Source: an optimization exercise on an open RTL-to-GDS flow (aim: small area and a short achievable clock period). Production flows keep margins and buffers that such runs may drop. Function was checked by simulation only, so behaviour that the tests miss may differ from the original. No run shown here takes its clock network from TritonCTS; it comes from the design's own scripts or RTL. The clock port is modelled as an ideal driver, which makes a skipped or thinned clock tree look cheaper than it is; a real chip needs a root buffer or a tree. No activity file was given, so power comes from the tool's default toggle rates.

--- flow/config.mk ---
export PLATFORM = sky130hd
export DESIGN_NAME = videogen
export DESIGN_NICKNAME = videogen
export VERILOG_FILES = /design/flow/design.v
export SDC_FILE = /design/flow/constraint.sdc
export NUM_CORES = 4
export LEC_CHECK = 0
export CAP_MARGIN = 20
export CORE_MARGIN = 2
export CORE_UTILIZATION = 75
export SLEW_MARGIN = 20
export SYNTH_HIERARCHICAL = 1
export SYNTH_MINIMUM_KEEP_SIZE = 0
--- flow/constraint.sdc ---
create_clock -name core_clock -period 40.0 [get_ports {clk}]
set_input_delay 8.0000 -clock core_clock [delete_from_list [all_inputs] [get_ports {clk}]]
set_output_delay 8.0000 -clock core_clock [all_outputs]
set_load 0.01 [all_outputs]
--- flow/design.v ---
module vg_fa(input a, input b, input c, output s, output co);
  assign s  = a ^ b ^ c;
  assign co = (a & b) | (c & (a ^ b));
endmodule
module vg_ha(input a, input b, output s, output co);
  assign s  = a ^ b;
  assign co = a & b;
endmodule
module vg_mul17(input [9:0] z, output [7:0] p);
  logic [13:5] c;
  assign c[5] = z[4] & z[0];
  assign c[6] = (z[5] & z[1]) | (c[5] & (z[5] | z[1]));
  genvar i;
  for (i = 6; i <= 9; i++) begin : f
    vg_fa fa (.a(z[i]), .b(z[i-4]), .c(c[i]), .s(p[i-6]), .co(c[i+1]));
  end
  for (i = 10; i <= 12; i++) begin : h
    vg_ha ha (.a(z[i-4]), .b(c[i]), .s(p[i-6]), .co(c[i+1]));
  end
  assign p[7] = ~(z[9] ^ c[13]);
endmodule
module vg_pix(
  input  [10:0] a,
  input  [7:0]  y,
  output [10:0] zl,
  output [10:0] zm,
  output [7:0]  dl,
  output [7:0]  dm,
  output [7:0]  dr
);
  genvar i;
  logic [10:2] k;
  assign zl[0] = a[0];
  vg_ha zlh (.a(y[0]), .b(a[1]), .s(zl[1]), .co(k[2]));
  for (i = 2; i <= 8; i++) begin : zlf
    vg_fa fa (.a(y[i-1]), .b(a[i]), .c(k[i]), .s(zl[i]), .co(k[i+1]));
  end
  logic k10;
  vg_ha zlh9 (.a(a[9]), .b(k[9]), .s(zl[9]), .co(k10));
  assign zl[10] = a[10] ^ k10;
  logic [10:0] na;
  assign na = ~a;
  logic [10:1] j;
  assign zm[0] = a[0];
  assign j[1]  = na[0];
  for (i = 1; i <= 8; i++) begin : zmf
    vg_fa fa (.a(y[i-1]), .b(na[i]), .c(j[i]), .s(zm[i]), .co(j[i+1]));
  end
  logic j10;
  vg_ha zmh9 (.a(na[9]), .b(j[9]), .s(zm[9]), .co(j10));
  assign zm[10] = na[10] ^ j10;
  logic [7:0] l, m;    
  vg_mul17 ml17 (.z(zl[9:0]), .p(l));
  vg_mul17 mm17 (.z(zm[9:0]), .p(m));
  logic [6:2] ln, mn;
  assign ln = ~{l[6:4] | {3{zl[10]}}, l[3:2] & ~{2{zl[10]}}};
  assign mn = ~{m[6:4] | {3{zm[10]}}, m[3:2] & ~{2{zm[10]}}};
  assign dl = {l[7], ln, l[1:0]};
  assign dm = {m[7], mn, m[1:0]};
  logic [2:1] q;
  logic [8:3] qn;
  logic [1:0] s;
  logic [7:2] rp;
  vg_ha sh (.a(dl[0]), .b(dm[0]), .s(s[0]), .co(q[1]));
  vg_fa sf1 (.a(dl[1]), .b(dm[1]), .c(q[1]), .s(s[1]), .co(q[2]));
  logic q2n;
  assign q2n = ~q[2];
  vg_fa sf2 (.a(dl[2]), .b(dm[2]), .c(q2n), .s(rp[2]), .co(qn[3]));
  for (i = 3; i <= 7; i++) begin : sf
    vg_fa fa (.a(dl[i]), .b(dm[i]), .c(qn[i]), .s(rp[i]), .co(qn[i+1]));
  end
  assign dr = {rp, s[1:0]};
endmodule
module vg_inc(
  input  [10:0] ac,
  input  [9:0]  yc,
  input         u_wrap,
  output [10:2] ai,
  output [9:0]  yi
);
  genvar i;
  logic [10:2] c;
  assign c[2]  = ac[1] | ac[0];
  for (i = 2; i <= 9; i++) begin : ah
    vg_ha ha (.a(ac[i]), .b(c[i]), .s(ai[i]), .co(c[i+1]));
  end
  assign ai[10] = ac[10] ^ c[10];
  logic [10:1] d;
  vg_ha yh0 (.a(yc[0]), .b(u_wrap), .s(yi[0]), .co(d[1]));
  for (i = 1; i <= 8; i++) begin : yh
    vg_ha ha (.a(yc[i]), .b(d[i]), .s(yi[i]), .co(d[i+1]));
  end
  assign yi[9] = yc[9] ^ d[9];
endmodule
module vg_ctl(
  input  [10:0] ac,
  input  [9:0]  yc,
  input         hf,       
  input         hsync,    
  input  [10:0] zl,
  input  [10:0] zm,
  output        u_wrap,   
  output        w2,       
  output        hf_n,     
  output        intri,
  output        hs_n,
  output        vs_n,
  output        de_n
);
  logic e319, e479, e360, e440, y_wrap, de_v, y_ok;
  assign e319   = !ac[10] & ac[9] & ac[8] & ac[7] & ac[5] & ac[3] & ac[2] & !ac[1];  
  assign e479   = !ac[9] & ac[8] & ac[7] & ac[3] & ac[2] & !ac[1];                  
  assign e360   = !ac[8] & ac[5] & ac[4] & ac[3];                                   
  assign e440   = ac[8] & ac[5] & ac[3];                                            
  assign u_wrap = !hf & e479;
  assign hf_n   = hf ? !e319 : e479;
  assign hs_n   = hsync ? !e440 : (!hf & e360);
  assign y_wrap = yc[9] & yc[7] & yc[6] & yc[5] & yc[4] & yc[3];                    
  assign w2     = u_wrap & y_wrap;
  assign de_v   = !yc[9] | (!yc[7] & !(yc[6] & yc[5] & (yc[4] | yc[3])));          
  assign vs_n   = yc[9] & ((yc[7] & !(yc[6] & yc[5]))
                           | (yc[6] & yc[5] & yc[4] & yc[3] & yc[2]));              
  assign y_ok   = (!yc[9] & !yc[7])
                | (yc[8] & !(yc[6] & yc[5] & yc[4] & (yc[3] | yc[2] | yc[1] | yc[0])));  
  assign de_n   = hf & de_v;
  assign intri  = y_ok & (!zl[10] | (&zl)) & (!zm[10] | (&zm));
endmodule
module videogen(
  input clk,
  input resetn,
  output logic [23:0] data,
  output logic hsync,
  output logic vsync,
  output logic data_en
);
  logic [10:0] ac;
  logic [10:2] ai;
  logic [9:0]  yc, yi;
  logic        hf;
  logic [10:0] zl, zm;
  logic [7:0]  dl, dm, dr;
  logic        u_wrap, w2, hf_n, intri, hs_n, vs_n, de_n;
  vg_pix pix (.a(ac), .y(yc[7:0]), .zl(zl), .zm(zm), .dl(dl), .dm(dm), .dr(dr));
  vg_inc inc (.ac(ac), .yc(yc), .u_wrap(u_wrap), .ai(ai), .yi(yi));
  vg_ctl ctl (.ac(ac), .yc(yc), .hf(hf), .hsync(hsync), .zl(zl), .zm(zm),
              .u_wrap(u_wrap), .w2(w2), .hf_n(hf_n), .intri(intri),
              .hs_n(hs_n), .vs_n(vs_n), .de_n(de_n));
  logic en;
  assign en = resetn & intri;
  localparam logic [23:0] POL = {8'b0000_0011, 8'b1111_1100, 8'b1111_1100};
  always_ff @(posedge clk) begin
    if (!resetn) begin
      ac <= 11'd1091;   
      yc <= 10'd136;    
      hf <= 1'b1;
    end else begin
      ac <= u_wrap ? 11'd1088 : {ai, ~(ac[1] ^ ac[0]), ~ac[0]};   
      yc <= w2 ? 10'd136 : yi;
      hf <= hf_n;
    end
  end
  always_ff @(posedge clk) begin
    data    <= {24{en}} & ({dr, dm, dl} ^ POL);
    hsync   <= resetn & hs_n;
    vsync   <= resetn & vs_n;
    data_en <= !resetn | de_n;
  end
endmodule
--- flow/flow/run.sh ---
#!/bin/bash
# The standard layout with five changes in how it is made:
#  - after the standard synthesis, combinational cells are swapped for the
#    smallest drive strength of the same function (flow/downsize.tcl);
#  - plain buf_1 cells as the port buffers instead of the delay buffers ORFS
#    picks by default;
#  - clock tree synthesis without dummy loads;
#  - the clock tree is replaced by 3 clkbuf_8 cells fed from the clock
#    port, each driving one cluster of registers (flow/post_cts.tcl);
#  - before the placement's repair step, the resetn port buffer and the gates
#    with 8 or more loads get a stronger drive (flow/pre_resize.tcl).
# Each tool's output goes to a log of its own here; ORFS's step logs stay
# under orfs/logs.
set -euo pipefail
bash standard.sh synth > flow_synth.log 2>&1
RESULTS=$PWD/orfs/results/$FLOW_PLATFORM/videogen/base \
  openroad -no_init -exit flow/downsize.tcl > flow_downsize.log 2>&1
bash standard.sh \
  "BUFFER_PORTS_ARGS=-buffer_cell sky130_fd_sc_hd__buf_1" \
  "CTS_ARGS=-sink_clustering_enable -repair_clock_nets -dont_use_dummy_load" \
  "PRE_RESIZE_TCL=$PWD/flow/pre_resize.tcl" \
  "POST_CTS_TCL=$PWD/flow/post_cts.tcl" \
  finish > flow_make.log 2>&1
--- flow/flow/downsize.tcl ---
# Swap each combinational cell of the synthesized netlist for the smallest
# cell of the same function (same name but for the drive strength suffix;
# the platform's don't-use cells all have other names).
# Registers and the adder cells are left as synthesis made them. Timing has a
# large margin at the design's clock; the later repair steps of the standard
# flow upsize or buffer wherever slew or capacitance calls for it.
set odb $::env(RESULTS)/1_synth.odb
read_db $odb
set db [ord::get_db]
set block [ord::get_db_block]
set masters {}
foreach lib [$db getLibs] {
  foreach m [$lib getMasters] { dict set masters [$m getName] $m }
}
proc area {m} { expr {double([$m getWidth]) * [$m getHeight]} }
set swapped 0
foreach inst [$block getInsts] {
  set m [$inst getMaster]
  set name [$m getName]
  if {![regexp {^(sky130_fd_sc_hd__[a-z0-9]+)_([0-9]+)$} $name -> base drive]} continue
  if {[string match "*df*" $base] || [string match "*__fa" $base] || [string match "*__ha" $base]
      || [string match "*clk*" $base] || [string match "*conb*" $base]} continue
  set best $m
  foreach d {0 1 2 4} {
    set cand "${base}_$d"
    if {![dict exists $masters $cand]} continue
    set cm [dict get $masters $cand]
    if {[area $cm] < [area $best]} { set best $cm }
  }
  if {$best ne $m} {
    puts "swap [$inst getName] $name -> [$best getName]"
    $inst swapMaster $best
    incr swapped
  }
}
puts "swapped $swapped cells"
write_db $odb
--- flow/flow/post_cts.tcl ---
# After clock tree synthesis: replace the clock tree by 3 buffers of
# type sky130_fd_sc_hd__clkbuf_8, each fed from the clock port and driving one cluster of the
# registers (k-means on their placed positions). Each register stays one
# buffer from the clock port.
set nleaf 3
set bufname sky130_fd_sc_hd__clkbuf_8
set block [ord::get_db_block]
set db [ord::get_db]
set clk_net [[$block findBTerm clk] getNet]
proc out_net {inst} {
  foreach it [$inst getITerms] {
    if {[$it isOutputSignal]} { return [$it getNet] }
  }
  return ""
}
# collect the clock buffers (everything reached from the port through
# clkbuf cells) and the register clock pins
set sinks {}
set bufs {}
set front [list $clk_net]
while {[llength $front]} {
  set net [lindex $front 0]
  set front [lrange $front 1 end]
  foreach it [$net getITerms] {
    if {![$it isInputSignal]} continue
    set inst [$it getInst]
    set m [[$inst getMaster] getName]
    if {[string match "sky130_fd_sc_hd__clkbuf_*" $m]} {
      lappend bufs $inst
      lappend front [out_net $inst]
    } else {
      lappend sinks $it
    }
  }
}
puts "post_cts: [llength $bufs] clock buffers, [llength $sinks] sinks"
foreach b $bufs {
  set on [out_net $b]
  foreach it [$on getITerms] { $it disconnect }
  foreach it [$b getITerms] { $it disconnect }
  odb::dbNet_destroy $on
  odb::dbInst_destroy $b
}
# k-means on sink positions
set pts {}
foreach it $sinks {
  set box [[$it getInst] getBBox]
  lappend pts [list [expr {([$box xMin] + [$box xMax]) / 2.0}] [expr {([$box yMin] + [$box yMax]) / 2.0}]]
}
set order [lsort -real -index 0 -indices $pts]
set n [llength $pts]
set cent {}
for {set k 0} {$k < $nleaf} {incr k} {
  lappend cent [lindex $pts [lindex $order [expr {int(($k + 0.5) * $n / $nleaf)}]]]
}
for {set iter 0} {$iter < 50} {incr iter} {
  set assign {}
  foreach p $pts {
    set best 0; set bd 1e30
    for {set k 0} {$k < $nleaf} {incr k} {
      set c [lindex $cent $k]
      set d [expr {abs([lindex $p 0] - [lindex $c 0]) + abs([lindex $p 1] - [lindex $c 1])}]
      if {$d < $bd} { set bd $d; set best $k }
    }
    lappend assign $best
  }
  set newc {}
  for {set k 0} {$k < $nleaf} {incr k} {
    set sx 0; set sy 0; set cnt 0
    foreach p $pts a $assign {
      if {$a == $k} { set sx [expr {$sx + [lindex $p 0]}]; set sy [expr {$sy + [lindex $p 1]}]; incr cnt }
    }
    if {$cnt} { lappend newc [list [expr {$sx / $cnt}] [expr {$sy / $cnt}]] } else { lappend newc [lindex $cent $k] }
  }
  set cent $newc
}
set master [$db findMaster $bufname]
for {set k 0} {$k < $nleaf} {incr k} {
  set inst [odb::dbInst_create $block $master "clkleaf_$k"]
  set net [odb::dbNet_create $block "clknet_leaf_$k"]
  $net setSigType CLOCK
  [$inst findITerm A] connect $clk_net
  [$inst findITerm X] connect $net
  set cnt 0
  foreach it $sinks a $assign {
    if {$a == $k} { $it connect $net; incr cnt }
  }
  set c [lindex $cent $k]
  $inst setLocation [expr {int([lindex $c 0])}] [expr {int([lindex $c 1])}]
  $inst setPlacementStatus PLACED
  puts "post_cts: clkleaf_$k ($bufname) drives $cnt registers"
}
detailed_placement
check_placement -verbose
estimate_parasitics -placement
report_clock_skew
--- flow/flow/pre_resize.tcl ---
# Before the placement's repair step: the input port buffer of resetn and the
# gates that fan its value out to many registers drive large loads, and the
# synthesis and downsizing left them at the smallest drive. Give the input
# buffer and every combinational gate with 8 or more loads a stronger
# version of the same cell.
set block [ord::get_db_block]
set db [ord::get_db]
proc load_count {net} {
  set n 0
  foreach it [$net getITerms] { if {[$it isInputSignal]} { incr n } }
  return $n
}
proc stronger {inst drive} {
  set name [[$inst getMaster] getName]
  if {![regexp {^(sky130_fd_sc_hd__[a-z0-9]+)_([0-9]+)$} $name -> base d]} { return }
  if {$d >= $drive} { return }
  set m [[ord::get_db] findMaster "${base}_$drive"]
  if {$m eq "NULL" || $m eq ""} { return }
  puts "pre_resize: [$inst getName] $name -> [$m getName]"
  $inst swapMaster $m
}
foreach bt [$block getBTerms] {
  if {[$bt getIoType] ne "INPUT" || [$bt getName] eq "clk"} continue
  foreach it [[$bt getNet] getITerms] {
    if {[$it isInputSignal]} { stronger [$it getInst] 4 }
  }
}
foreach inst [$block getInsts] {
  set m [[$inst getMaster] getName]
  if {[string match "*df*" $m] || [string match "*clkbuf*" $m] || [string match "*__fa_*" $m] || [string match "*__ha_*" $m]} continue
  foreach it [$inst getITerms] {
    if {![$it isOutputSignal]} continue
    set net [$it getNet]
    if {$net ne "NULL" && $net ne "" && [load_count $net] >= 8} { stronger $inst 2 }
  }
}
--- flow/standard.sh ---
#!/bin/bash
# synth_recipe.tcl (not shown) runs the flow's synth.tcl, then flattens the netlist and writes it again
# the make line also repeats each setting of config.mk as NAME=value (left out here)
make -C /OpenROAD-flow-scripts/flow DESIGN_CONFIG=/design/flow/config.mk WORK_HOME=/design/flow/orfs CLKGATE_MAP_FILE= SYNTH_SCRIPT=/design/flow/synth_recipe.tcl "${@:-finish}"
==> impl_metrics.json, run 1 <==
{
  "status": "finished clean",
  "arrival_ps": 650,
  "p_int_uw": 61.40,
  "grt_max_degree": 21,
  "start_util": 0.7784,
  "synth_top_cells_by_count": "49 x dfxtp_1, 30 x fa_1, 27 x ha_1",
  "grt_first_pass_wirelength_um": 7831,
  "synth_area_um2": 2597,
  "clock-sinks": 49,
  "clk_latency_ps": 160,
  "crit_family": "flip-flops",
  "crit_chain": "buf_1",
  "fin_tns_setup_ps": 0,
  "grt_use_total": 0.2532,
  "required_ps": 32000,
  "min_path_type": "flip-flop to flip-flop",
  "regArea_um2": 980.9,
  "die_w_um": 62.85,
  "synth-seq-cells": 49,
  "yosys_area_um2": 2609,
  "syn_inst": 230,
  "seqPwrFrac": 0.629,
  "slew_viol_final": 0,
  "worst_path_largest_cell_delay_ps": 350,
  "synth.top_cell.area_share": 0.3760,
  "viasPerCell": 5.548,
  "drt_iter0_markers": 103,
  "finalHoldViolCount": 0,
  "die_h_um": 62.85,
  "die_area_um2": 3950,
  "clk_pin_slew_ps": 90,
  "power.leakage_nw": 1.254,
  "antenna_cells": 0,
  "path_class": "flip-flop to output pin",
  "switching_share": 0.2319,
  "crit_buf_inv": 1,
  "fin_crit_ps": 8653,
  "rsz0062_at_grt": "no",
  "pwr-share-comb": 0.142,
  "drc_errors": 0,
  "antenna_left": 0,
  "startpoint_type": "flip-flop",
  "skew_ps": 12.45,
  "num_rows": 21,
  "peakVddDrop_uv": 32.64,
  "synthTopCellsByArea": "dfxtp_1 38%, fa_1 23%, ha_1 13%, and2_1 4.1%, nor2_1 3.6%",
  "grt-ovfl-total": 0,
  "antenna_found_initial": 0,
  "fin_crit_sh": 0.2163,
  "drt_wl_total_um": 4462,
  "drt_first_pass_iters": 4,
  "finalSetupViolCount": 0,
  "synth_ff_type": "dfxtp_1",
  "r2r_slack_ps": 32680,
  "synth-edff-count": 0,
  "layout-drive-gt1-share": 0.03891,
  "pwr-share-clk": 0.229,
  "ys_types": 35,
  "total_power_uw": 79.94,
  "syn2layout_area_growth_pct": 7.659,
  "nets": 318,
  "worst_pin_slew_ps": 747.4,
  "async_flop_share": 0,
  "multi_input_comb_area_um2": 1550,
  "cap_violations": 0,
  "grt_pass1_vias": 1715,
  "ios": 29,
  "fmax_ghz": 0.1156,
  "synth.largest_area_cell": "dfxtp_1",
  "max_slew_margin": 0.5017,
  "net-switching-power_uw": 18.54,
  "dr_total_vias": 1681,
  "synth.most_common_cell": "dfxtp_1",
  "critical_path.slowest_cell": "dfxtp_1",
  "yosys_warnings": 7,
  "hpwl_um": 3739,
  "n_fill_cell": 209,
  "powerDensity_nw_per_um2": 28.59,
  "gp_congestion": 0.9237,
  "io_buffers": 28,
  "yosysSeqAreaShare": 0.3760,
  "end_kind": "output pin",
  "syn_nets": 289,
  "wl_per_cell_um": 14.73,
  "crit_fanout": 2,
  "synth.avg_cell_area_um2": 11.29,
  "coreArea_um2": 3337
}
==> per-module statistics from Yosys (local to each module, per instance) <==
| module | times used | cell area (um2) | flops+latches |
|---|---|---|---|
| vg_ha | 27 | 12.51 | 0 |
| vg_mul17 | 2 | 23.77 | 0 |
| vg_pix | 1 | 118.9 | 0 |
| videogen | 1 | 1294 | 49 |
| vg_fa | 30 | 20.02 | 0 |
| vg_inc | 1 | 23.77 | 0 |
| vg_ctl | 1 | 186.4 | 0 |
==> path summary, 6_finish.rpt <==
check	from	to	cells after the start
worst max-delay path	hsync	hsync	1
worst max register to register	ac[0]	data[23]	18
worst min register to register	ac[0]	ac[0]	1
worst min-delay path	ac[0]	ac[0]	1
==> kinds of logic (layout without fill, tap and decap cells) <==
family / Yosys count / count (layout) / share of synthesized area
flip-flops: 49 / 49 / 0.3760
XOR/XNOR: 7 / 7 / 0.02350
buffers and inverters: 19 / 46 / 0.03165
AO/OA/AOI/OAI: 12 / 12 / 0.03213
adder cells (fa/ha/maj): 57 / 57 / 0.3597
AND/OR/NAND/NOR: 86 / 86 / 0.1770
==> placed cells by master (no fill, tap or decap), drive strengths merged, types with 2 or more instances in the layout <==
| cell | count |
|---|---|
| a22oi | 3 |
| and2 | 17 |
| and2b | 2 |
| and3 | 10 |
| buf | 28 |
| clkbuf | 4 |
| dfxtp | 49 |
| fa | 30 |
| ha | 27 |
| inv | 14 |
| nand2 | 9 |
| nand2b | 5 |
| nand3 | 2 |
| nand4 | 4 |
| nor2 | 25 |
| nor4 | 2 |
| o21ai | 3 |
| or2 | 2 |
| or3 | 2 |
| xnor2 | 3 |
| xor2 | 4 |
==> state kept, by name, summed over array words and instances (netlist names) <==
register / cells
hsync: 1
ac: 11
data: 24
data_en: 1
yc: 10
hf: 1
vsync: 1
==> stage by stage <==
stage,cells,instance area [um2],hold slack [ps],util,setup slack (ps)
final,303,2796,596.0,0.8380,31350
after global routing,303,2796,656.9,0.8380,31310
after floorplan,230,2597,518.3,-,31440
after global placement,299,2741,577.3,0.8215,30860
after detailed placement,299,2750,571.5,0.8241,31250
==> cell type report <==
cell class              instances  share of cell area
plain buffers                   3             0.01477
flip-flops and latches         49              0.3508
well taps                      46             0.02058
repair buffers                 29             0.04072
multi-input cells             162              0.5544
inverters                      14             0.01879
==> metal layers <==
metal	track usage	vias to the layer above	part of all wire
li1	-	814	-
met4	0.05556	0	0.019
met3	0.04144	7	0.033
met2	0.4758	44	0.53
met1	0.3042	816	0.42
met5	0	-	0
==> power groups by stage <==
stage	registers [mW]	clock network, mW	logic [mW]
2_1_floorplan	0.0512	0	0.00848
3_3_place_gp	0.0514	0	0.0103
3_5_place_dp	0.0514	0	0.0111
5_1_grt	0.0504	0.0205	0.0129
6_report	0.0503	0.0183	0.0113
==> run 2, diff against run 1 <==
--- a/flow/config.mk
+++ b/flow/config.mk
@@ -7,7 +7,7 @@
 export LEC_CHECK = 0
 export CAP_MARGIN = 20
 export CORE_MARGIN = 2
-export CORE_UTILIZATION = 75
+export CORE_UTILIZATION = 40
 export SLEW_MARGIN = 20
 export SYNTH_HIERARCHICAL = 1
 export SYNTH_MINIMUM_KEEP_SIZE = 0
==> impl_metrics.json, run 2 <==
{
  "startpoint_type": "flip-flop",
  "syn2layout_area_growth_pct": 9.249,
  "ios": 29,
  "fin_crit_ps": 8670,
  "clock-sinks": 49,
  "cap_violations": 0,
  "synth.most_common_cell": "dfxtp_1",
  "worst_path_largest_cell_delay_ps": 360,
  "skew_ps": 17.34,
  "drc_errors": 0,
  "p_int_uw": 61.21,
  "drt_iter0_markers": 71,
  "grt_max_degree": 20,
  "hpwl_um": 3808,
  "coreArea_um2": 6314,
  "synth_area_um2": 2597,
  "reg2reg_depth": 18,
  "syn_nets": 289,
  "seqPwrFrac": 0.629,
  "pre_cts_ws_ps": 31250,
  "arrival_ps": 670,
  "crit_chain": "buf_1",
  "placedCellCount": 331,
  "fin_ws_ps": 31330,
  "num_rows": 29,
  "yosysSeqAreaShare": 0.3760,
  "wl_per_cell_um": 13.84,
  "rsz0062_at_grt": "no",
  "grt_pass1_vias": 1676,
  "pwr-share-clk": 0.237,
  "dr_total_vias": 1641,
  "design_area_um2": 2838,
  "yosys_warnings": 7,
  "finalHoldViolCount": 0,
  "fmax_ghz": 0.1153,
  "switching_share": 0.2357,
  "grt-ovfl-total": 0,
  "power.leakage_nw": 1.255,
  "drt_first_pass_iters": 4,
  "largest_reg_flops": 24,
  "worst_pin_slew_ps": 498.9,
  "drt_wl_total_um": 4621,
  "synth_ff_type": "dfxtp_1",
  "pwr-share-comb": 0.134,
  "final_cell_mix": "49 x dfxtp_1, 30 x fa_1, 27 x ha_1, 27 x buf_1, 25 x nor2_1",
  "required_ps": 32000,
  "path_class": "flip-flop to output pin",
  "crit_fanout": 2,
  "synth.avg_cell_area_um2": 11.29,
  "max_slew_margin": 0.6648,
  "peakVddDrop_uv": 28.21,
  "place_area_um2": 2796,
  "die_w_um": 84.59,
  "status": "finished clean",
  "ys_types": 35,
  "stdcell_count": 334,
  "antenna_cells": 0,
  "synth_top_cells_by_count": "49 x dfxtp_1, 30 x fa_1, 27 x ha_1",
  "die_h_um": 84.59,
  "layout-drive-gt1-share": 0.03891,
  "hold_path_depth": 2,
  "synth.top_cell.area_share": 0.3760,
  "crit_family": "flip-flops",
  "finalSetupViolCount": 0,
  "start_util": 0.4114,
  "fin_tns_setup_ps": 0,
  "synth-edff-count": 0,
  "top_register": "data",
  "min_path_type": "flip-flop to flip-flop",
  "yosys_area_um2": 2609,
  "synth.largest_area_cell": "dfxtp_1",
  "antenna_left": 0,
  "clk_latency_ps": 160,
  "nets": 318,
  "top_regs": "data x24, ac x11, yc x10",
  "io_buffers": 28,
  "end_kind": "output pin",
  "grt_first_pass_wirelength_um": 8017,
  "synthTopCellsByArea": "dfxtp_1 38%, fa_1 23%, ha_1 13%, and2_1 4.1%, nor2_1 3.6%",
  "die_area_um2": 7155,
  "critical_path.slowest_cell": "dfxtp_1",
  "gp_congestion": 0.7737,
  "powerDensity_nw_per_um2": 28.22,
  "fin_crit_sh": 0.2168,
  "clk_pin_slew_ps": 110,
  "viasPerCell": 4.913,
  "total_power_uw": 80.08,
  "net-switching-power_uw": 18.88,
  "antenna_found_initial": 0,
  "cp_num_cells": 1,
  "final_common_cell": "dfxtp_1",
  "async_flop_share": 0,
  "slew_viol_final": 0,
  "syn_inst": 230,
  "crit_buf_inv": 1,
  "grt_use_total": 0.1403,
  "synth-seq-cells": 49
}
[run 2: cell counts after synthesis]
No cell type changed its count.
[run 2: path summary, 6_finish.rpt]
path / startpoint / to / slack [ps]
worst max-delay path: hsync / hsync / 31330
worst min-delay path: yc[8] / yc[8] / 600
worst max register to register: ac[0] / data[23] / 32830
worst min register to register: yc[8] / yc[8] / 600
[run 2: kinds of logic after synthesis]
kind of cell,after synthesis,synth area share
xor+xnor,7,0.02350
simple gates,86,0.1770
buf+inv,19,0.03165
fa+ha+maj,57,0.3597
flops,49,0.3760
compound gates,12,0.03213
[run 2: modules after synthesis (local to each module, per instance)]
module    flip-flops and latches  cells inside  times used  cell area [um2]
vg_ha                          0             1          27            12.51
videogen                      49           105           1             1294
vg_mul17                       0             4           2            23.77
vg_fa                          0             1          30            20.02
vg_inc                         0             3           1            23.77
vg_ctl                         0            30           1            186.4
vg_pix                         0            27           1            118.9
[run 2: stage by stage]
| stage | utilization | hold slack, ps |
|---|---|---|
| floorplan | - | 518.3 |
| global placement | 0.4415 | 567.1 |
| detailed placement | 0.4429 | 574.7 |
| global route | 0.4495 | 644.2 |
| finish | 0.4495 | 597.6 |
[run 2: power groups by stage]
stage	Clock, mW	Sequential [mW]	Combinational [mW]
floorplan	0	0.0512	0.00848
global placement	0	0.0515	0.0107
detailed placement	0	0.0515	0.0110
global route	0.0216	0.0506	0.0129
finish	0.0190	0.0504	0.0108
[run 2: routing by layer]
layer / wire length [um] / up-vias / part of all wire / GRT usage
li1: - / 811 / - / -
met1: 2253 / 803 / 0.49 / 0.1910
met2: 2160 / 23 / 0.47 / 0.2298
met4: 47 / 0 / 0.010 / 0.03463
met3: 160 / 4 / 0.035 / 0.02950
met5: 0 / - / 0 / 0
[run 2: area by class of cell]
cell class,instances,area [um2]
fillers,616,3476
inverters,14,52.55
repair buffers,29,116.4
plain buffers,3,41.29
well taps,77,96.34
flip-flops and latches,49,980.9
multi-input cells,162,1550
==> run 3, diff against run 2 <==
--- a/flow/config.mk
+++ b/flow/config.mk
@@ -7,7 +7,7 @@
 export LEC_CHECK = 0
 export CAP_MARGIN = 20
 export CORE_MARGIN = 2
-export CORE_UTILIZATION = 40
+export CORE_UTILIZATION = 60
 export SLEW_MARGIN = 20
 export SYNTH_HIERARCHICAL = 1
 export SYNTH_MINIMUM_KEEP_SIZE = 0
==> impl_metrics.json, run 3 <==
{
  "synth-edff-count": 0,
  "antenna_found_initial": 0,
  "async_flop_share": 0,
  "yosys_area_um2": 2609,
  "fin_crit_ps": 8646,
  "crit_family": "flip-flops",
  "coreArea_um2": 4086,
  "required_ps": 32000,
  "viasPerCell": 5.322,
  "wl_per_cell_um": 14.35,
  "synth_ff_type": "dfxtp_1",
  "grt_use_total": 0.1943,
  "crit_fanout": 2,
  "antenna_cells": 0,
  "synth_area_um2": 2597,
  "max_slew_margin": 0.6563,
  "hpwl_um": 3548,
  "synth_top_cells_by_count": "49 x dfxtp_1, 30 x fa_1, 27 x ha_1",
  "start_util": 0.6356,
  "status": "finished clean",
  "finalSetupViolCount": 0,
  "drt_wl_total_um": 4406,
  "fin_tns_setup_ps": 0,
  "power.leakage_nw": 1.255,
  "worst_path_largest_cell_delay_ps": 340,
  "path_class": "flip-flop to output pin",
  "pre_cts_ws_ps": 31250,
  "top_register": "data",
  "slew_viol_final": 0,
  "clock-sinks": 49,
  "pwr-share-comb": 0.138,
  "num_rows": 23,
  "die_area_um2": 4871,
  "clk_pin_slew_ps": 100,
  "crit_buf_inv": 1,
  "dr_total_vias": 1634,
  "pwr-share-clk": 0.230,
  "cap_violations": 0,
  "grt-ovfl-total": 0,
  "switching_share": 0.2307,
  "place_area_um2": 2763,
  "worst_pin_slew_ps": 511.6,
  "drt_iter0_markers": 61,
  "peakVddDrop_uv": 26.95,
  "io_buffers": 28,
  "grt_first_pass_wirelength_um": 7424,
  "synth.avg_cell_area_um2": 11.29,
  "final_common_cell": "dfxtp_1",
  "regArea_um2": 980.9,
  "clk_latency_ps": 150,
  "antenna_left": 0,
  "drt_first_pass_iters": 4,
  "top_regs": "data x24, ac x11, yc x10",
  "arrival_ps": 650,
  "synth-seq-cells": 49,
  "synth.largest_area_cell": "dfxtp_1",
  "ios": 29,
  "critical_path.slowest_cell": "dfxtp_1",
  "powerDensity_nw_per_um2": 28.39,
  "synth.most_common_cell": "dfxtp_1",
  "nets": 318,
  "grt_pass1_vias": 1556,
  "syn_nets": 289,
  "fin_util": 0.6862,
  "drc_errors": 0,
  "crit_chain": "buf_1",
  "end_kind": "output pin",
  "synthTopCellsByArea": "dfxtp_1 38%, fa_1 23%, ha_1 13%, and2_1 4.1%, nor2_1 3.6%",
  "fin_crit_sh": 0.2162,
  "layout-drive-gt1-share": 0.03891,
  "syn2layout_area_growth_pct": 7.948,
  "gp_congestion": 0.7929,
  "design_area_um2": 2804,
  "finalHoldViolCount": 0,
  "grt_max_degree": 20,
  "n_fill_cell": 350,
  "syn_inst": 230,
  "rsz0062_at_grt": "no",
  "startpoint_type": "flip-flop",
  "yosysSeqAreaShare": 0.3760,
  "seqPwrFrac": 0.632,
  "net-switching-power_uw": 18.37,
  "largest_reg_flops": 24,
  "skew_ps": 6.966,
  "fin_ws_ps": 31350,
  "min_path_type": "flip-flop to flip-flop",
  "yosys_warnings": 7,
  "die_h_um": 69.80,
  "die_w_um": 69.80,
  "p_int_uw": 61.25,
  "fmax_ghz": 0.1157,
  "synth.top_cell.area_share": 0.3760,
  "ys_types": 35,
  "multi_input_comb_area_um2": 1550,
  "final_cell_mix": "49 x dfxtp_1, 30 x fa_1, 27 x ha_1, 27 x buf_1, 25 x nor2_1"
}
## run 3: final cells by class
type                    count  share of cell area
well taps                  50             0.02231
flip-flops and latches     49              0.3498
inverters                  14             0.01874
multi-input cells         162              0.5529
repair buffers             29             0.04150
plain buffers               3             0.01473
## run 3: kinds of logic (layout without fill, tap and decap cells)
logic type | Yosys count | in the layout | synth area share
AND/OR/NAND/NOR | 86 | 86 | 0.1770
adder cells (fa/ha/maj) | 57 | 57 | 0.3597
flip-flops | 49 | 49 | 0.3760
buffers and inverters | 19 | 46 | 0.03165
AO/OA/AOI/OAI | 12 | 12 | 0.03213
XOR/XNOR | 7 | 7 | 0.02350
## run 3: metrics by stage
step / instances / hold slack [ps] / total power, mW
6_report: 307 / 608.1 / 0.07962
5_1_grt: 307 / 628.5 / 0.08352
3_5_place_dp: 304 / 591.3 / 0.06248
3_3_place_gp: 304 / 584.4 / 0.06217
2_1_floorplan: 230 / 518.3 / 0.05964
## run 3: metal layers
layer	GRT usage	vias up	wire, um
li1	-	813	-
met1	0.2665	783	2123
met2	0.3132	32	2045
met3	0.03198	6	152
met4	0.06838	0	85
met5	0	-	0
## run 3: power by group through the flow
stage	registers [mW]	logic [mW]	clock network [mW]
after floorplan	0.0512	0.00848	0
after global placement	0.0514	0.0107	0
after detailed placement	0.0515	0.0110	0
after global routing	0.0505	0.0127	0.0203
final	0.0503	0.0110	0.0183
## run 3: per-module statistics from Yosys (local to each module, per instance)
module | cells | flops+latches | area, um2
vg_fa | 1 | 0 | 20.02
videogen | 105 | 49 | 1294
vg_pix | 27 | 0 | 118.9
vg_inc | 3 | 0 | 23.77
vg_mul17 | 4 | 0 | 23.77
vg_ctl | 30 | 0 | 186.4
vg_ha | 1 | 0 | 12.51
## run 3: path summary, 6_finish.rpt
kind               from  endpoint  slack (ps)  cells after the start
setup / recovery  hsync     hsync       31350                      1
hold / removal    ac[0]     ac[0]         610                      1
setup reg to reg  ac[0]  data[23]       32760                     18
hold reg to reg   ac[0]     ac[0]         610                      1
==> run 4, diff against run 3 <==
--- a/flow/flow/post_cts.tcl
+++ b/flow/flow/post_cts.tcl
@@ -2,8 +2,8 @@
 # type sky130_fd_sc_hd__clkbuf_8, each fed from the clock port and driving one cluster of the
 # registers (k-means on their placed positions). Each register stays one
 # buffer from the clock port.
-set nleaf 3
-set bufname sky130_fd_sc_hd__clkbuf_8
+set nleaf 4
+set bufname sky130_fd_sc_hd__buf_4
 set block [ord::get_db_block]
 set db [ord::get_db]
 set clk_net [[$block findBTerm clk] getNet]
==> impl_metrics.json, run 4 <==
{
  "antenna_found_initial": 0,
  "synth.top_cell.area_share": 0.3760,
  "finalHoldViolCount": 0,
  "synth.most_common_cell": "dfxtp_1",
  "startpoint_type": "flip-flop",
  "wl_per_cell_um": 14.39,
  "synthTopCellsByArea": "dfxtp_1 38%, fa_1 23%, ha_1 13%, and2_1 4.1%, nor2_1 3.6%",
  "die_w_um": 69.80,
  "synth.largest_area_cell": "dfxtp_1",
  "io_buffers": 28,
  "largest_reg_flops": 24,
  "synth_top_cells_by_count": "49 x dfxtp_1, 30 x fa_1, 27 x ha_1",
  "drt_wl_total_um": 4431,
  "placedCellCount": 304,
  "drt-met1-wl_um": 2101,
  "final_cell_mix": "49 x dfxtp_1, 30 x fa_1, 27 x ha_1, 27 x buf_1, 25 x nor2_1",
  "synth.avg_cell_area_um2": 11.29,
  "grt-ovfl-total": 0,
  "die_h_um": 69.80,
  "slew_viol_final": 0,
  "fmax_ghz": 0.1155,
  "grt_pass1_vias": 1564,
  "clk_pin_slew_ps": 120,
  "top_regs": "data x24, ac x11, yc x10",
  "powerDensity_nw_per_um2": 27.97,
  "wl_met2_um": 2079,
  "critical_path.slowest_cell": "dfxtp_1",
  "die_area_um2": 4871,
  "max_slew_margin": 0.6726,
  "drc_errors": 0,
  "clk_latency_ps": 150,
  "yosys_area_um2": 2609,
  "required_ps": 32000,
  "arrival_ps": 660,
  "drt_iter0_markers": 67,
  "worst_path_largest_cell_delay_ps": 350,
  "fin_crit_sh": 0.2165,
  "antenna_left": 0,
  "syn_inst": 230,
  "syn_nets": 289,
  "topRoutingLayerUsed": "met4",
  "top_register": "data",
  "rsz0062_at_grt": "no",
  "yosys_warnings": 7,
  "crit_family": "flip-flops",
  "layout-drive-gt1-share": 0.04264,
  "num_rows": 23,
  "critPathCapture": "hsync",
  "synth-edff-count": 0,
  "multi_input_comb_area_um2": 1550,
  "crit_fanout": 2,
  "start_util": 0.6356,
  "hpwl_um": 3548,
  "n_fill_cell": 352,
  "stdcell_count": 308,
  "wl_met3_um": 185,
  "finalSetupViolCount": 0,
  "crit_chain": "buf_1",
  "synth_area_um2": 2597,
  "nets": 319,
  "end_kind": "output pin",
  "fin_crit_ps": 8661,
  "startpoint": "hsync",
  "syn2layout_area_growth_pct": 7.515,
  "status": "finished clean",
  "r2r_slack_ps": 32750,
  "drt_first_pass_iters": 4,
  "peakVddDrop_uv": 21.85,
  "coreArea_um2": 4086,
  "fin_tns_setup_ps": 0,
  "final_common_cell": "dfxtp_1",
  "worst_pin_slew_ps": 487.4,
  "path_class": "flip-flop to output pin",
  "power.leakage_nw": 1.253,
  "antenna_cells": 0,
  "reg2reg_depth": 18,
  "viasPerCell": 5.386,
  "ys_types": 35,
  "grt_max_degree": 20,
  "regArea_um2": 980.9,
  "gp_congestion": 0.7929,
  "dr_total_vias": 1659,
  "min_path_type": "flip-flop to flip-flop",
  "async_flop_share": 0,
  "r2r-end": "data[23]",
  "regToRegStartpoint": "ac[0]",
  "synth-seq-cells": 49,
  "crit_buf_inv": 1,
  "skew_ps": 20.48,
  "cap_violations": 0,
  "cp_num_cells": 1,
  "grt_use_total": 0.1978,
  "grt_first_pass_wirelength_um": 7458,
  "ios": 29,
  "yosysSeqAreaShare": 0.3760,
  "clock-sinks": 49,
  "synth_ff_type": "dfxtp_1"
}
-- run 4: cell counts after synthesis --
Identical to the previous run, type by type.
-- run 4: Yosys stat by module, one instance, submodules excluded --
module | times used | flip-flops and latches | cells | cell area, um2
vg_inc | 1 | 0 | 3 | 23.77
videogen | 1 | 49 | 105 | 1294
vg_ha | 27 | 0 | 1 | 12.51
vg_mul17 | 2 | 0 | 4 | 23.77
vg_ctl | 1 | 0 | 30 | 186.4
vg_fa | 30 | 0 | 1 | 20.02
vg_pix | 1 | 0 | 27 | 118.9
-- run 4: how the worst min path moves through the flow --
stage	startpoint	endpoint	slack, ps	depth (start not counted)
final	yc[8]	yc[8]	610	2
after global routing	yc[8]	yc[8]	630	2
after detailed placement	ac[1]	ac[1]	590	2
after global placement	yc[8]	yc[8]	580	2
after floorplan	ac[0]	ac[0]	520	1
-- run 4: cell type report --
class / count / share of cell area
Inverter: 14 / 0.01882
Multi-Input combinational cell: 162 / 0.5551
Tap cell: 50 / 0.02240
Timing Repair Buffer: 29 / 0.04167
Buffer: 4 / 0.01075
Sequential cell: 49 / 0.3513
-- run 4: kinds of logic after synthesis --
kind of cell | count (synthesis) | synth area share
AND/OR/NAND/NOR | 86 | 0.1770
adder cells (fa/ha/maj) | 57 | 0.3597
flip-flops | 49 | 0.3760
buffers and inverters | 19 | 0.03165
AO/OA/AOI/OAI | 12 | 0.03213
XOR/XNOR | 7 | 0.02350
-- run 4: power breakdown --
| group | total, mW | leakage, nW | switching (mW) | internal, mW |
|---|---|---|---|---|
| clock | 0.0167 | 0.0192 | 0.0115 | 0.00528 |
| sequential | 0.0503 | 0.396 | 0.000996 | 0.0493 |
| combinational | 0.0111 | 0.837 | 0.00605 | 0.00502 |
| total | 0.0781 | 1.25 | 0.0185 | 0.0596 |
-- run 4: layer usage --
layer	vias up	track usage
met3	4	0.05378
met2	39	0.3090
met4	0	0.06197
li1	814	-
met1	802	0.2695
met5	-	0
-- run 4: per-stage QoR --
step	power [mW]	setup WS [ps]	hold slack [ps]	util	instance area [um2]
finish	0.07812	31340	614.0	0.6834	2793
global placement	0.06217	30790	584.4	0.6739	2754
detailed placement	0.06248	31250	591.3	0.6761	2763
floorplan	0.05964	31440	518.3	-	2597
global route	0.08209	31300	630.4	0.6834	2793
==> run 5, diff against run 4 <==
--- a/flow/flow/post_cts.tcl
+++ b/flow/flow/post_cts.tcl
@@ -2,8 +2,8 @@
 # type sky130_fd_sc_hd__clkbuf_8, each fed from the clock port and driving one cluster of the
 # registers (k-means on their placed positions). Each register stays one
 # buffer from the clock port.
-set nleaf 4
-set bufname sky130_fd_sc_hd__buf_4
+set nleaf 3
+set bufname sky130_fd_sc_hd__buf_6
 set block [ord::get_db_block]
 set db [ord::get_db]
 set clk_net [[$block findBTerm clk] getNet]
==> impl_metrics.json, run 5 <==
{
  "critical_path.slowest_cell": "dfxtp_1",
  "synth.largest_area_cell": "dfxtp_1",
  "dr_total_vias": 1628,
  "synth.most_common_cell": "dfxtp_1",
  "synth-seq-cells": 49,
  "powerDensity_nw_per_um2": 28.16,
  "synth_compound_area_frac": 0.03213,
  "drt_wl_total_um": 4401,
  "required_ps": 32000,
  "power.leakage_nw": 1.252,
  "hpwl_um": 3548,
  "yosys_area_um2": 2609,
  "num_rows": 23,
  "crit_fanout": 1,
  "design_area_um2": 2796,
  "yosysSeqAreaShare": 0.3760,
  "p_int_uw": 60.38,
  "synth-simple-area-share": 0.1770,
  "ios": 29,
  "clock-sinks": 49,
  "arrival_ps": 620,
  "grt_pass1_vias": 1558,
  "synth_top_family_by_area": "adder cells",
  "crit_buf_inv": 1,
  "pwr-share-clk": 0.221,
  "crit_chain": "buf_1",
  "max_slew_margin": 0.6913,
  "drt_first_pass_iters": 4,
  "top_regs": "data x24, ac x11, yc x10",
  "slew_viol_final": 0,
  "async_flop_share": 0,
  "n_fill_cell": 350,
  "gp_congestion": 0.7929,
  "antenna_found_initial": 0,
  "min_path_type": "flip-flop to flip-flop",
  "seqPwrFrac": 0.639,
  "antenna_left": 0,
  "skew_ps": 11.44,
  "place_area_um2": 2763,
  "clk_latency_ps": 130,
  "viasPerCell": 5.303,
  "finalSetupViolCount": 0,
  "finalHoldViolCount": 0,
  "top_register": "data",
  "coreArea_um2": 4086,
  "worst_path_largest_cell_delay_ps": 340,
  "synthAdderAreaFrac": 0.3597,
  "crit_family": "flip-flops",
  "end_kind": "output pin",
  "final_cell_mix": "49 x dfxtp_1, 30 x fa_1, 27 x ha_1, 27 x buf_1, 25 x nor2_1",
  "antenna_cells": 0,
  "r2r_slack_ps": 32750,
  "yosys_warnings": 7,
  "synth_ff_type": "dfxtp_1",
  "start_util": 0.6356,
  "fmax_ghz": 0.1160,
  "muxShareOfSynthArea": 0,
  "status": "finished clean",
  "startpoint_type": "flip-flop",
  "synth.avg_cell_area_um2": 11.29,
  "pwr-share-comb": 0.140,
  "nets": 318,
  "fin_crit_ps": 8624,
  "net-switching-power_uw": 18.38,
  "die_w_um": 69.80,
  "syn_inst": 230,
  "grt_max_degree": 20,
  "layout-drive-gt1-share": 0.03891,
  "largest_reg_flops": 24,
  "rsz0062_at_grt": "no",
  "synth-edff-count": 0,
  "cap_violations": 0,
  "grt_use_total": 0.1919,
  "startpoint": "data_en",
  "drc_errors": 0,
  "switching_share": 0.2334,
  "syn2layout_area_growth_pct": 7.659,
  "grt-ovfl-total": 0,
  "drt_iter0_markers": 63,
  "syn_nets": 289,
  "synthTopCellsByArea": "dfxtp_1 38%, fa_1 23%, ha_1 13%, and2_1 4.1%, nor2_1 3.6%",
  "final_common_cell": "dfxtp_1",
  "peakVddDrop_uv": 26.12,
  "regToRegStartpoint": "ac[0]",
  "path_class": "flip-flop to output pin",
  "synth.top_cell.area_share": 0.3760,
  "fin_tns_setup_ps": 0,
  "grt_first_pass_wirelength_um": 7417,
  "min_from": "ac[1]",
  "wl_per_cell_um": 14.34,
  "io_buffers": 28,
  "synth_xor_area_frac": 0.02350,
  "die_h_um": 69.80,
  "synth_area_um2": 2597,
  "ys_types": 35,
  "worst_pin_slew_ps": 459.6,
  "clk_pin_slew_ps": 110,
  "die_area_um2": 4871,
  "fin_crit_sh": 0.2156,
  "synth_top_cells_by_count": "49 x dfxtp_1, 30 x fa_1, 27 x ha_1"
}
-- run 5: changes by cell type in the layout (fill, tap and decap cells not counted), sizes merged --
cell,previous run,this run
buf,33,32
-- run 5: stage by stage --
step	total power, mW	cells	utilization	hold slack, ps	worst slack (ps)
2_1_floorplan	0.05964	230	-	518.3	31440
3_3_place_gp	0.06217	304	0.6739	584.4	30790
3_5_place_dp	0.06248	304	0.6761	591.3	31250
5_1_grt	0.08261	307	0.6843	630.9	31340
6_report	0.07876	307	0.6843	612.7	31380
-- run 5: area by class of cell --
class,count,area (um2),area share
timing repair buffer,29,116.4,0.04161
inverter,14,52.55,0.01879
tap,50,62.56,0.02237
buffer,3,33.78,0.01208
multi-input combinational,162,1550,0.5544
sequential,49,980.9,0.3508
-- run 5: worst paths after layout --
path | end | cells past startpoint
max | data_en | 1
min | ac[1] | 2
max reg2reg | data[23] | 18
min reg2reg | ac[1] | 2
-- run 5: Yosys stat by module, one instance, submodules excluded --
| module | flops+latches | area [um2] | times used |
|---|---|---|---|
| videogen | 49 | 1294 | 1 |
| vg_ctl | 0 | 186.4 | 1 |
| vg_pix | 0 | 118.9 | 1 |
| vg_fa | 0 | 20.02 | 30 |
| vg_mul17 | 0 | 23.77 | 2 |
| vg_ha | 0 | 12.51 | 27 |
| vg_inc | 0 | 23.77 | 1 |
-- run 5: power groups by stage --
stage	sequential, mW	clock [mW]	combinational, mW
finish	0.0503	0.0174	0.0110
global placement	0.0514	0	0.0107
global route	0.0505	0.0194	0.0127
detailed placement	0.0515	0	0.0110
floorplan	0.0512	0	0.00848
-- run 5: routing by layer --
metal  routed length [um]  track usage  part of all wire  up-vias
met3                  148      0.03198             0.034        7
met5                    0            0                 0        -
li1                     -            -                 -      811
met4                   77      0.05556             0.017        0
met1                 2111       0.2657              0.48      779
met2                 2063       0.3122              0.47       31
-- run 5: cells by family after synthesis --
logic type,count (synthesis)
compound gates,12
xor+xnor,7
fa+ha+maj,57
buf+inv,19
simple gates,86
flops,49
==> run 6, diff against run 5 <==
--- a/flow/flow/run.sh
+++ b/flow/flow/run.sh
@@ -5,7 +5,7 @@
 #  - plain buf_1 cells as the port buffers instead of the delay buffers ORFS
 #    picks by default;
 #  - clock tree synthesis without dummy loads;
-#  - the clock tree is replaced by 3 clkbuf_8 cells fed from the clock
+#  - the clock tree is replaced by 3 buf_6 cells fed from the clock
 #    port, each driving one cluster of registers (flow/post_cts.tcl);
 #  - before the placement's repair step, the resetn port buffer and the gates
 #    with 8 or more loads get a stronger drive (flow/pre_resize.tcl).
==> impl_metrics.json, run 6 <==
{
  "status": "finished clean",
  "clock-sinks": 49,
  "stdcell_count": 307,
  "antenna_found_initial": 0,
  "top_regs": "data x24, ac x11, yc x10",
  "synth_ff_type": "dfxtp_1",
  "ys_types": 35,
  "net-switching-power_uw": 18.38,
  "ios": 29,
  "grt-ovfl-total": 0,
  "antenna_cells": 0,
  "grt_first_pass_wirelength_um": 7417,
  "fin_tns_setup_ps": 0,
  "drt_first_pass_iters": 4,
  "synth.top_cell.area_share": 0.3760,
  "placedCellCount": 304,
  "synthTopCellsByArea": "dfxtp_1 38%, fa_1 23%, ha_1 13%, and2_1 4.1%, nor2_1 3.6%",
  "async_flop_share": 0,
  "yosys_warnings": 7,
  "finalSetupViolCount": 0,
  "arrival_ps": 620,
  "skew_ps": 11.44,
  "io_buffers": 28,
  "seqPwrFrac": 0.639,
  "required_ps": 32000,
  "synth_area_um2": 2597,
  "crit_family": "flip-flops",
  "largest_reg_flops": 24,
  "gp_congestion": 0.7929,
  "power.leakage_nw": 1.252,
  "synth-edff-count": 0,
  "crit_chain": "buf_1",
  "pwr-share-clk": 0.221,
  "min_path_type": "flip-flop to flip-flop",
  "final_cell_mix": "49 x dfxtp_1, 30 x fa_1, 27 x ha_1, 27 x buf_1, 25 x nor2_1",
  "drt_iter0_markers": 63,
  "critical_path.slowest_cell": "dfxtp_1",
  "grt_use_total": 0.1919,
  "worst_pin_slew_ps": 459.6,
  "crit_buf_inv": 1,
  "final_common_cell": "dfxtp_1",
  "finalHoldViolCount": 0,
  "die_w_um": 69.80,
  "layout-drive-gt1-share": 0.03891,
  "end_kind": "output pin",
  "fmax_ghz": 0.1160,
  "switching_share": 0.2334,
  "dr_total_vias": 1628,
  "wl_per_cell_um": 14.34,
  "hpwl_um": 3548,
  "fin_crit_ps": 8624,
  "cap_violations": 0,
  "startpoint_type": "flip-flop",
  "yosysSeqAreaShare": 0.3760,
  "grt_pass1_vias": 1558,
  "antenna_left": 0,
  "max_slew_margin": 0.6913,
  "slew_viol_final": 0,
  "n_fill_cell": 350,
  "fin_crit_sh": 0.2156,
  "synth_top_cells_by_count": "49 x dfxtp_1, 30 x fa_1, 27 x ha_1",
  "p_int_uw": 60.38,
  "grt_max_degree": 20,
  "crit_fanout": 1,
  "multi_input_comb_area_um2": 1550,
  "syn_nets": 289,
  "yosys_area_um2": 2609,
  "num_rows": 23,
  "clk_pin_slew_ps": 110,
  "fin_ws_ps": 31380,
  "worst_path_largest_cell_delay_ps": 340,
  "regArea_um2": 980.9,
  "synth.most_common_cell": "dfxtp_1",
  "synth.largest_area_cell": "dfxtp_1",
  "pwr-share-comb": 0.140,
  "syn_inst": 230,
  "nets": 318,
  "drc_errors": 0,
  "syn2layout_area_growth_pct": 7.659,
  "start_util": 0.6356,
  "synth-seq-cells": 49,
  "powerDensity_nw_per_um2": 28.16,
  "die_h_um": 69.80,
  "top_register": "data",
  "pre_cts_ws_ps": 31250,
  "coreArea_um2": 4086,
  "rsz0062_at_grt": "no",
  "die_area_um2": 4871,
  "clk_latency_ps": 130,
  "viasPerCell": 5.303,
  "path_class": "flip-flop to output pin",
  "synth.avg_cell_area_um2": 11.29,
  "drt_wl_total_um": 4401,
  "peakVddDrop_uv": 26.12
}
## run 6: path summary, 6_finish.rpt
path	startpoint	end	slack (ps)	cells after the start
worst max register to register	ac[0]	data[23]	32750	18
worst max-delay path	data_en	data_en	31380	1
worst min register to register	ac[1]	ac[1]	610	2
worst min-delay path	ac[1]	ac[1]	610	2
## run 6: power groups by stage
stage	logic [mW]	registers, mW	clock network, mW
global placement	0.0107	0.0514	0
detailed placement	0.0110	0.0515	0
global route	0.0127	0.0505	0.0194
floorplan	0.00848	0.0512	0
finish	0.0110	0.0503	0.0174
## run 6: metal layers
metal  up-vias  global-route usage  part of all wire
li1        811                   -                 -
met1       779              0.2657              0.48
met2        31              0.3122              0.47
met3         7             0.03198             0.034
met4         0             0.05556             0.017
met5         -                   0                 0
## run 6: cells by family (layout without fill, tap and decap cells)
family | after synthesis | in the layout | share of synthesized area
DFF | 49 | 49 | 0.3760
buffers and inverters | 19 | 46 | 0.03165
AOI/OAI and AO/OA | 12 | 12 | 0.03213
and+or+nand+nor | 86 | 86 | 0.1770
xor gates and xnor gates | 7 | 7 | 0.02350
adders and majority gates | 57 | 57 | 0.3597
## run 6: area by class of cell
cell class	instances	share of cell area
multi-input combinational	162	0.5544
sequential	49	0.3508
timing repair buffer	29	0.04161
tap	50	0.02237
inverter	14	0.01879
buffer	3	0.01208
## run 6: through the flow
| stage | total power [mW] | hold slack, ps | instance area (um2) | util |
|---|---|---|---|---|
| 2_1_floorplan | 0.05964 | 518.3 | 2597 | - |
| 3_3_place_gp | 0.06217 | 584.4 | 2754 | 0.6739 |
| 6_report | 0.07876 | 612.7 | 2796 | 0.6843 |
| 5_1_grt | 0.08261 | 630.9 | 2796 | 0.6843 |
| 3_5_place_dp | 0.06248 | 591.3 | 2763 | 0.6761 |
## run 6: per-module statistics from Yosys (local to each module, per instance)
module / cells inside / flops+latches / cell area (um2) / copies in the design
vg_ctl: 30 / 0 / 186.4 / 1
vg_fa: 1 / 0 / 20.02 / 30
vg_ha: 1 / 0 / 12.51 / 27
vg_inc: 3 / 0 / 23.77 / 1
vg_mul17: 4 / 0 / 23.77 / 2
vg_pix: 27 / 0 / 118.9 / 1
videogen: 105 / 49 / 1294 / 1
==> run 7, diff against run 6 <==
--- a/flow/flow/post_cts.tcl
+++ b/flow/flow/post_cts.tcl
@@ -1,5 +1,5 @@
 # After clock tree synthesis: replace the clock tree by 3 buffers of
-# type sky130_fd_sc_hd__clkbuf_8, each fed from the clock port and driving one cluster of the
+# type sky130_fd_sc_hd__buf_6, each fed from the clock port and driving one cluster of the
 # registers (k-means on their placed positions). Each register stays one
 # buffer from the clock port.
 set nleaf 3
==> impl_metrics.json, run 7 <==
{
  "status": "finished clean",
  "wl_met3_um": 148,
  "slew_viol_final": 0,
  "fin_crit_ps": 8624,
  "finalHoldViolCount": 0,
  "switching_share": 0.2334,
  "die_w_um": 69.80,
  "top_register": "data",
  "wl_per_cell_um": 14.34,
  "synth_area_um2": 2597,
  "pwr-share-clk": 0.221,
  "crit_buf_inv": 1,
  "topRoutingLayerUsed": "met4",
  "yosys_area_um2": 2609,
  "synth.most_common_cell": "dfxtp_1",
  "critPathCapture": "data_en",
  "synth_top_cells_by_count": "49 x dfxtp_1, 30 x fa_1, 27 x ha_1",
  "min_path_type": "flip-flop to flip-flop",
  "design_area_um2": 2796,
  "grt_use_total": 0.1919,
  "die_h_um": 69.80,
  "powerDensity_nw_per_um2": 28.16,
  "max_slew_margin": 0.6913,
  "fmax_ghz": 0.1160,
  "pwr-share-comb": 0.140,
  "total_power_uw": 78.76,
  "worst_pin_slew_ps": 459.6,
  "crit_chain": "buf_1",
  "drt_wl_total_um": 4401,
  "path_class": "flip-flop to output pin",
  "fin_util": 0.6843,
  "worst_path_largest_cell_delay_ps": 340,
  "final_cell_mix": "49 x dfxtp_1, 30 x fa_1, 27 x ha_1, 27 x buf_1, 25 x nor2_1",
  "grt_max_degree": 20,
  "yosys_warnings": 7,
  "multi_input_comb_area_um2": 1550,
  "r2r_slack_ps": 32750,
  "start_util": 0.6356,
  "n_fill_cell": 350,
  "antenna_found_initial": 0,
  "fin_tns_setup_ps": 0,
  "layout-drive-gt1-share": 0.03891,
  "coreArea_um2": 4086,
  "cap_violations": 0,
  "startpoint": "data_en",
  "syn_nets": 289,
  "drt-met1-wl_um": 2111,
  "async_flop_share": 0,
  "rsz0062_at_grt": "no",
  "synth-edff-count": 0,
  "drt_first_pass_iters": 4,
  "synth.avg_cell_area_um2": 11.29,
  "cp_num_cells": 1,
  "startpoint_type": "flip-flop",
  "grt_pass1_vias": 1558,
  "largest_reg_flops": 24,
  "yosysSeqAreaShare": 0.3760,
  "synthTopCellsByArea": "dfxtp_1 38%, fa_1 23%, ha_1 13%, and2_1 4.1%, nor2_1 3.6%",
  "r2r-end": "data[23]",
  "seqPwrFrac": 0.639,
  "fin_crit_sh": 0.2156,
  "p_int_uw": 60.38,
  "syn_inst": 230,
  "nets": 318,
  "top_regs": "data x24, ac x11, yc x10",
  "syn2layout_area_growth_pct": 7.659,
  "clock-sinks": 49,
  "crit_family": "flip-flops",
  "reg2reg_depth": 18,
  "place_area_um2": 2763,
  "drc_errors": 0,
  "grt-ovfl-total": 0,
  "gp_congestion": 0.7929,
  "antenna_cells": 0,
  "dr_total_vias": 1628,
  "clk_pin_slew_ps": 110,
  "synth_ff_type": "dfxtp_1",
  "die_area_um2": 4871,
  "peakVddDrop_uv": 26.12,
  "synth.top_cell.area_share": 0.3760,
  "crit_fanout": 1,
  "synth.largest_area_cell": "dfxtp_1",
  "drt_iter0_markers": 63,
  "finalSetupViolCount": 0,
  "hpwl_um": 3548,
  "arrival_ps": 620,
  "viasPerCell": 5.303,
  "final_common_cell": "dfxtp_1",
  "critical_path.slowest_cell": "dfxtp_1",
  "required_ps": 32000,
  "wl_met2_um": 2063,
  "regToRegStartpoint": "ac[0]",
  "io_buffers": 28,
  "clk_latency_ps": 130,
  "synth-seq-cells": 49,
  "end_kind": "output pin",
  "num_rows": 23,
  "regArea_um2": 980.9,
  "power.leakage_nw": 1.252,
  "ys_types": 35,
  "grt_first_pass_wirelength_um": 7417,
  "net-switching-power_uw": 18.38,
  "antenna_left": 0,
  "skew_ps": 11.44,
  "ios": 29
}
==> run 7: cell counts in the layout (fill, tap and decap cells not counted) <==
Identical to the previous run, type by type.
==> run 7: per-stage QoR <==
stage | hold WS (ps) | std cells | setup WS [ps]
after global routing | 630.9 | 307 | 31340
final | 612.7 | 307 | 31380
after global placement | 584.4 | 304 | 30790
after detailed placement | 591.3 | 304 | 31250
after floorplan | 518.3 | 230 | 31440
==> run 7: layout make-up <==
cell class                      instances  share of cell area
Multi-Input combinational cell        162              0.5544
Sequential cell                        49              0.3508
Timing Repair Buffer                   29             0.04161
Tap cell                               50             0.02237
Inverter                               14             0.01879
Buffer                                  3             0.01208
==> run 7: power groups by stage <==
stage	combinational, mW	clock (mW)	sequential (mW)
floorplan	0.00848	0	0.0512
global placement	0.0107	0	0.0514
detailed placement	0.0110	0	0.0515
global route	0.0127	0.0194	0.0505
finish	0.0110	0.0174	0.0503
==> run 7: worst min path at each step <==
stage / from / endpoint / slack [ps] / cells past startpoint
after global routing: yc[8] / yc[8] / 630 / 2
after floorplan: ac[0] / ac[0] / 520 / 1
after detailed placement: ac[1] / ac[1] / 590 / 2
final: ac[1] / ac[1] / 610 / 2
after global placement: yc[8] / yc[8] / 580 / 2
==> run 7: per-layer routing <==
metal	up-vias	GRT usage
li1	811	-
met1	779	0.2657
met2	31	0.3122
met3	7	0.03198
met4	0	0.05556
met5	-	0
==> run 7: cells by family (layout without fill, tap and decap cells) <==
group	after synthesis	count (layout)	share of synthesized area
compound gates	12	12	0.03213
xor+xnor	7	7	0.02350
fa+ha+maj	57	57	0.3597
buf+inv	19	46	0.03165
flops	49	49	0.3760
simple gates	86	86	0.1770
==> run 7: modules after synthesis, one instance, submodules excluded, excerpt <==
module | flip-flops and latches | copies in the design | cells | cell area [um2]
vg_ctl | 0 | 1 | 30 | 186.4
vg_pix | 0 | 1 | 27 | 118.9
vg_mul17 | 0 | 2 | 4 | 23.77
vg_inc | 0 | 1 | 3 | 23.77
vg_fa | 0 | 30 | 1 | 20.02
vg_ha | 0 | 27 | 1 | 12.51
==> run 8, diff against run 7 <==
--- a/flow/flow/run.sh
+++ b/flow/flow/run.sh
@@ -16,7 +16,7 @@
 RESULTS=$PWD/orfs/results/$FLOW_PLATFORM/videogen/base \
   openroad -no_init -exit flow/downsize.tcl > flow_downsize.log 2>&1
 bash standard.sh \
-  "BUFFER_PORTS_ARGS=-buffer_cell sky130_fd_sc_hd__buf_1" \
+  "BUFFER_PORTS_ARGS=-buffer_cell sky130_fd_sc_hd__clkbuf_1" \
   "CTS_ARGS=-sink_clustering_enable -repair_clock_nets -dont_use_dummy_load" \
   "PRE_RESIZE_TCL=$PWD/flow/pre_resize.tcl" \
   "POST_CTS_TCL=$PWD/flow/post_cts.tcl" \
==> impl_metrics.json, run 8 <==
{
  "status": "finished clean",
  "clk_latency_ps": 130,
  "fin_util": 0.6837,
  "die_h_um": 69.80,
  "synth_ff_type": "dfxtp_1",
  "rsz0062_at_grt": "no",
  "min_path_type": "flip-flop to flip-flop",
  "synth_top_cells_by_count": "49 x dfxtp_1, 30 x fa_1, 27 x ha_1",
  "layout-drive-gt1-share": 0.03891,
  "synth_xor_area_frac": 0.02350,
  "grt_pass1_vias": 1559,
  "die_w_um": 69.80,
  "top_regs": "data x24, ac x11, yc x10",
  "grt_first_pass_wirelength_um": 7272,
  "synth-seq-cells": 49,
  "reg2reg_depth": 18,
  "place_area_um2": 2755,
  "ios": 29,
  "fin_crit_ps": 8652,
  "async_flop_share": 0,
  "synth_compound_area_frac": 0.03213,
  "syn_nets": 289,
  "yosys_warnings": 7,
  "stdcell_count": 307,
  "worst_pin_slew_ps": 647.5,
  "fmax_ghz": 0.1156,
  "synth.top_cell.area_share": 0.3760,
  "synth_top_family_by_area": "adder cells",
  "arrival_ps": 8670,
  "num_rows": 23,
  "synth.most_common_cell": "dfxtp_1",
  "wl_per_cell_um": 14.72,
  "skew_ps": 13.80,
  "peakVddDrop_uv": 21.94,
  "end_kind": "flip-flop",
  "drt_first_pass_iters": 4,
  "largest_reg_flops": 24,
  "synthAdderAreaFrac": 0.3597,
  "worst_path_largest_cell_delay_ps": 290,
  "grt_max_degree": 20,
  "path_class": "input pin to flip-flop",
  "final_cell_mix": "49 x dfxtp_1, 30 x fa_1, 27 x ha_1, 27 x clkbuf_1, 25 x nor2_1",
  "yosys_area_um2": 2609,
  "hpwl_um": 3683,
  "antenna_cells": 0,
  "fin_tns_setup_ps": 0,
  "slew_viol_final": 0,
  "ys_types": 35,
  "syn_inst": 230,
  "grt_use_total": 0.1949,
  "yosysSeqAreaShare": 0.3760,
  "critical_path.slowest_cell": "and2b_2",
  "synth-simple-area-share": 0.1770,
  "crit_chain": "clkbuf_4 > and2b_2 > and2_1",
  "start_util": 0.6356,
  "antenna_left": 0,
  "fin_hold_ws_ps": 599.5,
  "crit_fanout": 19,
  "max_slew_margin": 0.5683,
  "io_buffers": 28,
  "die_area_um2": 4871,
  "regToRegStartpoint": "ac[0]",
  "gp_congestion": 0.7869,
  "power.leakage_nw": 1.251,
  "clk_pin_slew_ps": 90,
  "dr_total_vias": 1614,
  "final_common_cell": "dfxtp_1",
  "design_area_um2": 2794,
  "startpoint_type": "input pin",
  "finalHoldViolCount": 0,
  "total_power_uw": 78.71,
  "grt-ovfl-total": 0,
  "hold_path_depth": 2,
  "muxShareOfSynthArea": 0,
  "synth.avg_cell_area_um2": 11.29,
  "coreArea_um2": 4086,
  "antenna_found_initial": 0,
  "synthTopCellsByArea": "dfxtp_1 38%, fa_1 23%, ha_1 13%, and2_1 4.1%, nor2_1 3.6%",
  "drt_wl_total_um": 4519,
  "fin_ws_ps": 31350,
  "synth_area_um2": 2597,
  "drc_errors": 0,
  "required_ps": 40020,
  "fin_crit_sh": 0.2163,
  "synth-edff-count": 0,
  "r2r-end": "data[23]",
  "cap_violations": 0,
  "clock-sinks": 49,
  "min_from": "yc[8]",
  "synth.largest_area_cell": "dfxtp_1",
  "holdPathEnd": "yc[8]",
  "pre_cts_ws_ps": 31210,
  "syn2layout_area_growth_pct": 7.563,
  "finalSetupViolCount": 0,
  "drt_iter0_markers": 44,
  "n_fill_cell": 343,
  "placedCellCount": 303,
  "nets": 318,
  "viasPerCell": 5.257,
  "top_register": "data",
  "powerDensity_nw_per_um2": 28.17,
  "r2r_slack_ps": 32730
}
## run 8: final cells by class
| type | count | area [um2] | share of cell area |
|---|---|---|---|
| Multi-Input combinational cell | 162 | 1550 | 0.5549 |
| Sequential cell | 49 | 980.9 | 0.3511 |
| Timing Repair Buffer | 29 | 113.9 | 0.04075 |
| Tap cell | 50 | 62.56 | 0.02239 |
| Inverter | 14 | 52.55 | 0.01881 |
| Buffer | 3 | 33.78 | 0.01209 |
## run 8: layer usage
layer  wire (um)  global-route usage
met3         176             0.05233
met1        2139              0.2569
met2        2156              0.3228
met5           0                   0
met4          46             0.04487
## run 8: critical path, delay by kind of cell
kind                   cells  cell delay, ps
buffers and inverters      1             200
AND/OR/NAND/NOR            2             460
## run 8: per-module statistics from Yosys (local to each module, per instance)
module,flops+latches,cell area (um2),times used,cells inside
vg_mul17,0,23.77,2,4
vg_fa,0,20.02,30,1
vg_inc,0,23.77,1,3
videogen,49,1294,1,105
vg_ctl,0,186.4,1,30
vg_ha,0,12.51,27,1
vg_pix,0,118.9,1,27
## run 8: how the worst max path moves through the flow
stage	endpoint	cells past startpoint	startpoint	slack, ps
floorplan	data[10]	3	resetn	31440
global route	yc[6]	3	resetn	31320
finish	yc[6]	3	resetn	31350
detailed placement	ac[3]	3	resetn	31210
global placement	data[17]	3	resetn	30780
## run 8: logic make-up after synthesis
logic type	after synthesis
buffers and inverters	19
AND/OR/NAND/NOR	86
adder cells (fa/ha/maj)	57
XOR/XNOR	7
AO/OA/AOI/OAI	12
flip-flops	49
## run 8: power breakdown
group / switching, mW / total [mW] / internal [mW]
registers: 0.000949 / 0.0503 / 0.0493
logic: 0.00603 / 0.0110 / 0.00500
clock network: 0.0113 / 0.0174 / 0.00605
total: 0.0183 / 0.0787 / 0.0604

[what the ideal ports hide]
In the flow no input, the clock included, has a driving cell. The finished layouts below were timed again as built, in two steps. Step 1, drivers: a clkbuf_16 drives clk and a buf_2 each remaining input, both assumed. Step 2 adds t to the input delays and takes it off the output delays; t is the mean of the earliest and latest rising clock arrival at the registers after step 1. Input paths then give back, and output paths get back, about the clock's delay inside the block. Three values: ideal ports, drivers, drivers and shift; two values: the first two.
run	shift t [ns]	setup WS [ns]	worst register clock-pin slew, ns	worst data-port slew with drivers (ns)	cell pins on the clock port's net
run 1	0.193	31.347 / 31.305 / 31.231	0.10 / 0.10	0.04	3
run 2	0.203	31.330 / 31.282 / 31.251	0.11 / 0.11	0.03	3
run 3	0.201	31.354 / 31.303 / 31.249	0.10 / 0.10	0.03	3
run 4	0.196	31.339 / 31.288 / 31.239	0.12 / 0.12	0.03	4
run 5	0.177	31.376 / 31.326 / 31.247	0.11 / 0.11	0.03	3
run 6	0.177	31.376 / 31.326 / 31.247	0.11 / 0.11	0.03	3
run 7	0.177	31.376 / 31.326 / 31.247	0.11 / 0.11	0.03	3
run 8	0.178	31.348 / 31.319 / 31.203	0.11 / 0.11	0.03	3
After both steps setup and hold are still met in every run listed. The setup slack of run 8, which loses most, moves by -0.029 ns with the drivers and by -0.145 ns with both steps.
